This design comes from an exercise in tuning for small area, a short achievable clock period and few clock cycles on the open sky130 flow, not from production work. Only simulation tests tie the RTL to the original design; equivalence was not proved. Power figures rest on the tool's default switching activity, not on a simulated workload.

### flow/config.mk
export PLATFORM = sky130hd
export DESIGN_NAME = booth_mul
export DESIGN_NICKNAME = booth_mul
export VERILOG_FILES = /design/flow/design.v
export SDC_FILE = /design/flow/constraint.sdc
export NUM_CORES = 4
export LEC_CHECK = 0
export CAP_MARGIN = 20
export CORE_MARGIN = 2
export CORE_UTILIZATION = 40
export PLACE_DENSITY = 0.6
export SLEW_MARGIN = 20
### flow/constraint.sdc
create_clock -name core_clock -period 5.0 [get_ports {clk}]
set_input_delay 1.0000 -clock core_clock [delete_from_list [all_inputs] [get_ports {clk}]]
set_output_delay 1.0000 -clock core_clock [all_outputs]
set_load 0.01 [all_outputs]
### flow/design.v
`timescale 1ns / 1ps
module ALU(out,in1,in2,add_sub);
input signed [32:0]in1;input signed [31:0]in2;input add_sub;output reg signed[32:0]out;
always @(*)begin 
if(add_sub) out<=in1+in2;
else out<=in1-in2;
end
endmodule
`timescale 1ns / 1ps
module COUNTER(count,eqz,Ld,dec,clk);
input clk,dec,Ld; output reg [5:0]count;output eqz;
assign eqz=~|count;
always @(posedge clk)begin 
if(Ld)count<=6'b100000;
else if(dec)count<=count-1;
end
endmodule
`timescale 1ns / 1ps
module D_FF(D,Q,clr,shift_en,clk);
input D,clk,clr,shift_en;output reg Q;
always @(posedge clk)begin 
if(clr)Q<=1'b0;
else if(shift_en)Q<=D;
end
endmodule
`timescale 1ns / 1ps
module PIPO(Ld,data_in,data_out,clk);
input Ld,clk;input signed[31:0]data_in; output  reg signed[31:0]data_out;
always @(posedge clk)begin 
if(Ld)data_out<=data_in;
end
endmodule
`timescale 1ns / 1ps
module shift_register(clr,Ld,shift_en,data_out,data_in,s_in,clk);
input clr,Ld,shift_en,s_in,clk;input signed[31:0]data_in;output reg signed[31:0]data_out;
always @(posedge clk)begin 
if(clr)data_out<=31'b0;
else if(Ld)data_out<=data_in;
else if(shift_en)data_out<={s_in,data_out[31:1]};
end
endmodule
`timescale 1ns / 1ps
module Data_path(LdA,LdQ,clrA,clrQ,LdM,add_sub,shift_en,A,Q,Q1,LdCNT,decCNT,eqz,data_in,clk);
input LdA,LdQ,clrA,clrQ,LdM,add_sub,shift_en,LdCNT,decCNT,clk; 
input signed[31:0]data_in; 
output signed[31:0]A,Q; 
output eqz,Q1;
wire signed [31:0]M;wire signed [32:0]Z;wire[5:0]count;
reg Ag;  
always @(posedge clk)begin 
if(clrA)Ag<=1'b0;
else if(LdA)Ag<=Z[32];
end
shift_register AR(clrA,LdA,shift_en,A,Z[31:0],Ag,clk);
shift_register QR(clrQ,LdQ,shift_en,Q,data_in,A[0],clk);
PIPO MR(LdM,data_in,M,clk);
ALU alu(Z,{Ag,A},M,add_sub);
COUNTER counter(count,eqz,LdCNT,decCNT,clk);
D_FF q_1(Q[0],Q1,LdQ,shift_en,clk);
endmodule
`timescale 1ns / 1ps
module Controller(Done,LdA,LdQ,LdM,clrA,clrQ,add_sub,shift_en,LdCNT,decCNT,Q1,Q0,eqz,Start,rst,clk);
input Start,rst,clk,eqz,Q1,Q0;
output reg Done,LdA,LdQ,LdM,clrA,clrQ,add_sub,shift_en,LdCNT,decCNT;
parameter S0=3'b000,S1=3'b001,S2=3'b010,S3=3'b011,S4=3'b100,S5=3'b101,S6=3'b110; 
reg [2:0]state,next;
always @(posedge clk)begin 
if(rst)state<=S0;
else state<=next;
end
always @(*)begin 
next=state;
Done=0;LdA=0;LdQ=0;LdM=0;clrA=0;clrQ=0;add_sub=0;shift_en=0;LdCNT=0;decCNT=0;
case(state)
S0:begin if(Start)next=S1;
end
S1:begin clrA=1;LdCNT=1;LdM=1;next=S2;
end
S2:begin LdQ=1;next=S5;
end
S5:begin if(eqz)next=S6;
         else if({Q0,Q1}==2'b01)begin LdA=1;add_sub=1;next=S3;end
         else if({Q0,Q1}==2'b10)begin LdA=1;add_sub=0;next=S3;end
         else begin shift_en=1;decCNT=1;end
end
S3:begin shift_en=1;decCNT=1;next=S5;
end
S6:begin Done=1;if(Start)next=S1;
end
default:begin next=S0;
end
endcase
end
endmodule
`timescale 1ns / 1ps
module booth_mul(clk,rst,start,data_in,done,product);
input clk,rst,start; input signed[31:0]data_in;
output done; output signed[63:0]product;
wire LdA,LdQ,LdM,clrA,clrQ,add_sub,shift_en,LdCNT,decCNT,Q1,eqz;
wire signed[31:0]A,Q;
Controller CNTRL(done,LdA,LdQ,LdM,clrA,clrQ,add_sub,shift_en,LdCNT,decCNT,Q1,Q[0],eqz,start,rst,clk);
Data_path DP(LdA,LdQ,clrA,clrQ,LdM,add_sub,shift_en,A,Q,Q1,LdCNT,decCNT,eqz,data_in,clk);
assign product={A,Q};
endmodule
### flow/run.sh
#!/bin/bash
# synth_recipe.tcl (not shown) runs the flow's synth.tcl, then flattens the netlist and writes it again
# the make line also repeats each setting of config.mk as NAME=value (left out here)
make -C /OpenROAD-flow-scripts/flow DESIGN_CONFIG=/design/flow/config.mk WORK_HOME=/design/flow/orfs CLKGATE_MAP_FILE= SYNTH_SCRIPT=/design/flow/synth_recipe.tcl finish
==> run notes <==
Post-synth ARST share -> 0
Mapped Area -> 6624 um2
Total vias in the final route -> 5334
Synth area leader -> edfxtp_1
Syn Nets -> 745
Startpoint types -> register
Status -> complete, no violations
Antenna Nets Post-Route -> 0
EDFF count, synth -> 64
Die footprint -> 17610 um2
Post-cts resize count -> 0
Sequential fraction of the synthesis area -> 0.4201
Final Max Tran Viols -> 0
Final cell count without fillers -> 979
Core Area -> 16410 um2
Synth top area share -> 0.2901
FF-to-FF End -> DP.AR.data_out[29]$_SDFFE_PN0P_
FF-to-FF setup slack -> 450 ps
Placement Setup Slack -> 446.3 ps
Largest net degree at the start of global routing -> 41
Layout cells sized above 1 -> 0.1001
Clk slew on worst S/H paths -> 80 ps
CP Data Required Time -> 5210 ps
Max incr delay on CP -> 570 ps
WHS Path Cells -> 1
Layout Nets -> 829
Clock buffer depth -> 2
Min cycle time layout -> 4547 ps
Worst-Skew Late Latency -> 350 ps
Drt pass-1 iters -> 5
Gr ovfl total -> 0
Post-route worst setup slack -> 453.4 ps
CTS tree -> done
CP Max Fanout -> 7
Placed Cells -> 962
Worst EP arrival -> 4760 ps
Top cells by area, synth -> edfxtp_1 (29%), dfxtp_1 (13%), ha_1 (7.4%)
Hold path startpoint -> DP.Ag$_SDFFE_PN0P_
Port Buffer Count -> 99
Worst r2r path cells -> 16
Crit. End Element -> register
Io pins -> 100
DRT iter0 DRCs -> 390
Mean area per synthesized cell -> 9.886 um2
DRC -> 0
Global-route wire length before repair -> 27240 um
Slew headroom -> 0.4212
CTS Buf Count -> 9
Hold_buf cts -> 0
Syn Inst Count -> 670
Vias per Instance -> 5.448
Critical path's slowest cell -> or4_4
Gpl congestion -> 0.9284
Post-CTS setup buffer count -> 0
Setup-failing EPs final -> 0
Leak pwr -> 0.003000 uW
Critical path buffers and inverters -> 0
Fmax -> 219.9 MHz
H-tree depth -> 3
Pwr dens -> 278.4 nW/um2
Type of the tightest min-delay check -> reg2reg
Final Cycle Share -> 0.9093
Diodes inserted -> 0
CP Class -> reg2reg
Fill count -> 1497
VDD IR max -> 0.2074 mV
Most frequent cells after synthesis -> edfxtp_1 (64), a21oi_1 (59), nand2_1 (54)
Number of distinct library cells after synthesis -> 69
Most frequent cell after synthesis -> edfxtp_1
Chip height -> 132.7 um
Root Driver -> clkbuf_16
Endpoints failing hold -> 0
Initial core utilization -> 0.4037
Kind of cell adding the most delay to the critical path -> simple AND/OR/NAND/NOR gates
Die X -> 132.7 um
Worst hold endpoint -> DP.Ag$_SDFFE_PN0P_
CP cell instances -> or4_4 > or4_1 > nor2_1 > nand2_1 > o41ai_1 > xnor2_1 > ha_1 > and3_1 > nand2_1 > nor2_1 > a211oi_1 > a21o_1 > o41ai_4 > a221oi_2 > xor2_1 > o22ai_2
Synth warn -> 7
Hpwl dp -> 12500 um
Number of synthesized register bits -> 107
Routed wire length per instance -> 17.08 um
Syn-to-layout area delta -> 22.72%
RSZ-0062 raised after global routing -> false
Max Cap Violations -> 0
Origin of the critical flop-to-flop path -> DP.MR.data_out[6]$_DFFE_PN_
Slew @ Worst Pin -> 868.1 ps
All-layer global routing usage -> 0.1925
Clock skew -> 12.42 ps
WL final -> 16720 um
Initial antenna violation count -> 0
Number of global-route vias before repair -> 5254
Clock Sinks -> 107
Main flop type after synthesis -> edfxtp_1
Setup TNS -> 0 ps
Row cnt -> 47
-- power breakdown --
group / internal [uW] / switching (uW) / total [uW]
Clock: 393 / 342 / 735
Sequential: 1000 / 58.9 / 1060
Combinational: 220 / 249 / 468
-- metal layers --
metal  share of wire  up-vias  global-route usage
met1            0.50     2524              0.2774
met3           0.046       16             0.03257
met5               0        -                   0
met2            0.44      127              0.2982
li1                -     2667                   -
met4           0.014        0             0.05436
-- registers in the layout, indices dropped and copies added (netlist names) --
| name | count |
|---|---|
| DP.Ag | 1 |
| DP.QR.data_out | 32 |
| DP.counter.count | 6 |
| DP.MR.data_out | 32 |
| CNTRL.state | 3 |
| DP.AR.data_out | 32 |
| DP.q_1.Q | 1 |
-- kinds of logic (layout without fill, tap and decap cells) --
| kind of cell | count (synthesis) | after routing | synth area share |
|---|---|---|---|
| AOI/OAI and AO/OA | 194 | 194 | 0.2023 |
| buffers and inverters | 56 | 145 | 0.03305 |
| adders and majority gates | 40 | 40 | 0.07669 |
| DFF | 107 | 107 | 0.4201 |
| muxes | 34 | 34 | 0.05761 |
| xor gates and xnor gates | 61 | 61 | 0.08066 |
| and+or+nand+nor | 178 | 178 | 0.1296 |
-- layout make-up --
| class | instances | area [um2] | area share |
|---|---|---|---|
| multi-input combinational | 507 | 3633 | 0.4470 |
| sequential | 107 | 2783 | 0.3423 |
| timing repair buffer | 108 | 1059 | 0.1302 |
| tap | 220 | 275.3 | 0.03386 |
| clock buffer | 9 | 225.2 | 0.02771 |
| inverter | 21 | 78.83 | 0.009697 |
| clock inverter | 7 | 75.07 | 0.009235 |
-- worst max path at each step --
| stage | from | to | slack [ps] | cells after the start |
|---|---|---|---|---|
| after floorplan | DP.MR.data_out[6]$_DFFE_PN_ | DP.AR.data_out[29]$_SDFFE_PN0P_ | 860 | 17 |
| after global placement | DP.MR.data_out[6]$_DFFE_PN_ | DP.AR.data_out[29]$_SDFFE_PN0P_ | 600 | 16 |
| after detailed placement | DP.MR.data_out[6]$_DFFE_PN_ | DP.AR.data_out[29]$_SDFFE_PN0P_ | 450 | 16 |
| after CTS | DP.MR.data_out[6]$_DFFE_PN_ | DP.AR.data_out[29]$_SDFFE_PN0P_ | 440 | 16 |
| after global routing | DP.MR.data_out[2]$_DFFE_PN_ | DP.AR.data_out[29]$_SDFFE_PN0P_ | 100 | 17 |
| final | DP.MR.data_out[6]$_DFFE_PN_ | DP.AR.data_out[29]$_SDFFE_PN0P_ | 450 | 16 |
-- cell usage in the layout (no fill, tap or decap), types with 21 or more instances in the layout --
cell type / n
a21o_1: 21
a21oi_1: 59
a22oi_1: 21
clkdlybuf4s50_1: 99
dfxtp_1: 43
edfxtp_1: 64
ha_1: 39
mux2_2: 33
nand2_1: 54
nor2_1: 48
xnor2_1: 43
-- through the flow --
stage | instance area (um2) | total power (uW) | utilization | hold slack [ps]
2_1_floorplan | 6624 | 1376 | - | 437.6
3_3_place_gp | 7821 | 1542 | 0.4767 | 450.6
3_5_place_dp | 7821 | 1547 | 0.4767 | 470.6
4_1_cts | 8122 | 2284 | 0.4950 | 481.6
5_1_grt | 8129 | 2381 | 0.4955 | 489.7
6_report | 8129 | 2263 | 0.4955 | 479.2
Testbench counts, summed over its fixed seeds: cycles 79,223.

==> port drivers added, routing unchanged <==
The flow's constraints put no driver on any port. The routed layout listed below was extracted and timed again, unchanged, in two steps.
Step 1, drivers: a clkbuf_16 drives clk and a buf_2 each remaining input, both assumed.
Step 2, shift: input delay + t, output delay - t, t = (earliest + latest rising clock arrival at the registers) / 2. This alone moves slack from input paths to output paths.
a / b / c = ideal ports / drivers / drivers and shift; a / b = the first two.
t (ns): 0.390
setup WS [ns]: 0.453 / 0.453 / 0.453
worst setup path at the end: register to register
pins driven straight from the clock port: 1
After both steps setup and hold are still met in this run. The setup slack of this run moves by 0.000 ns with the drivers and by 0.000 ns with both steps.
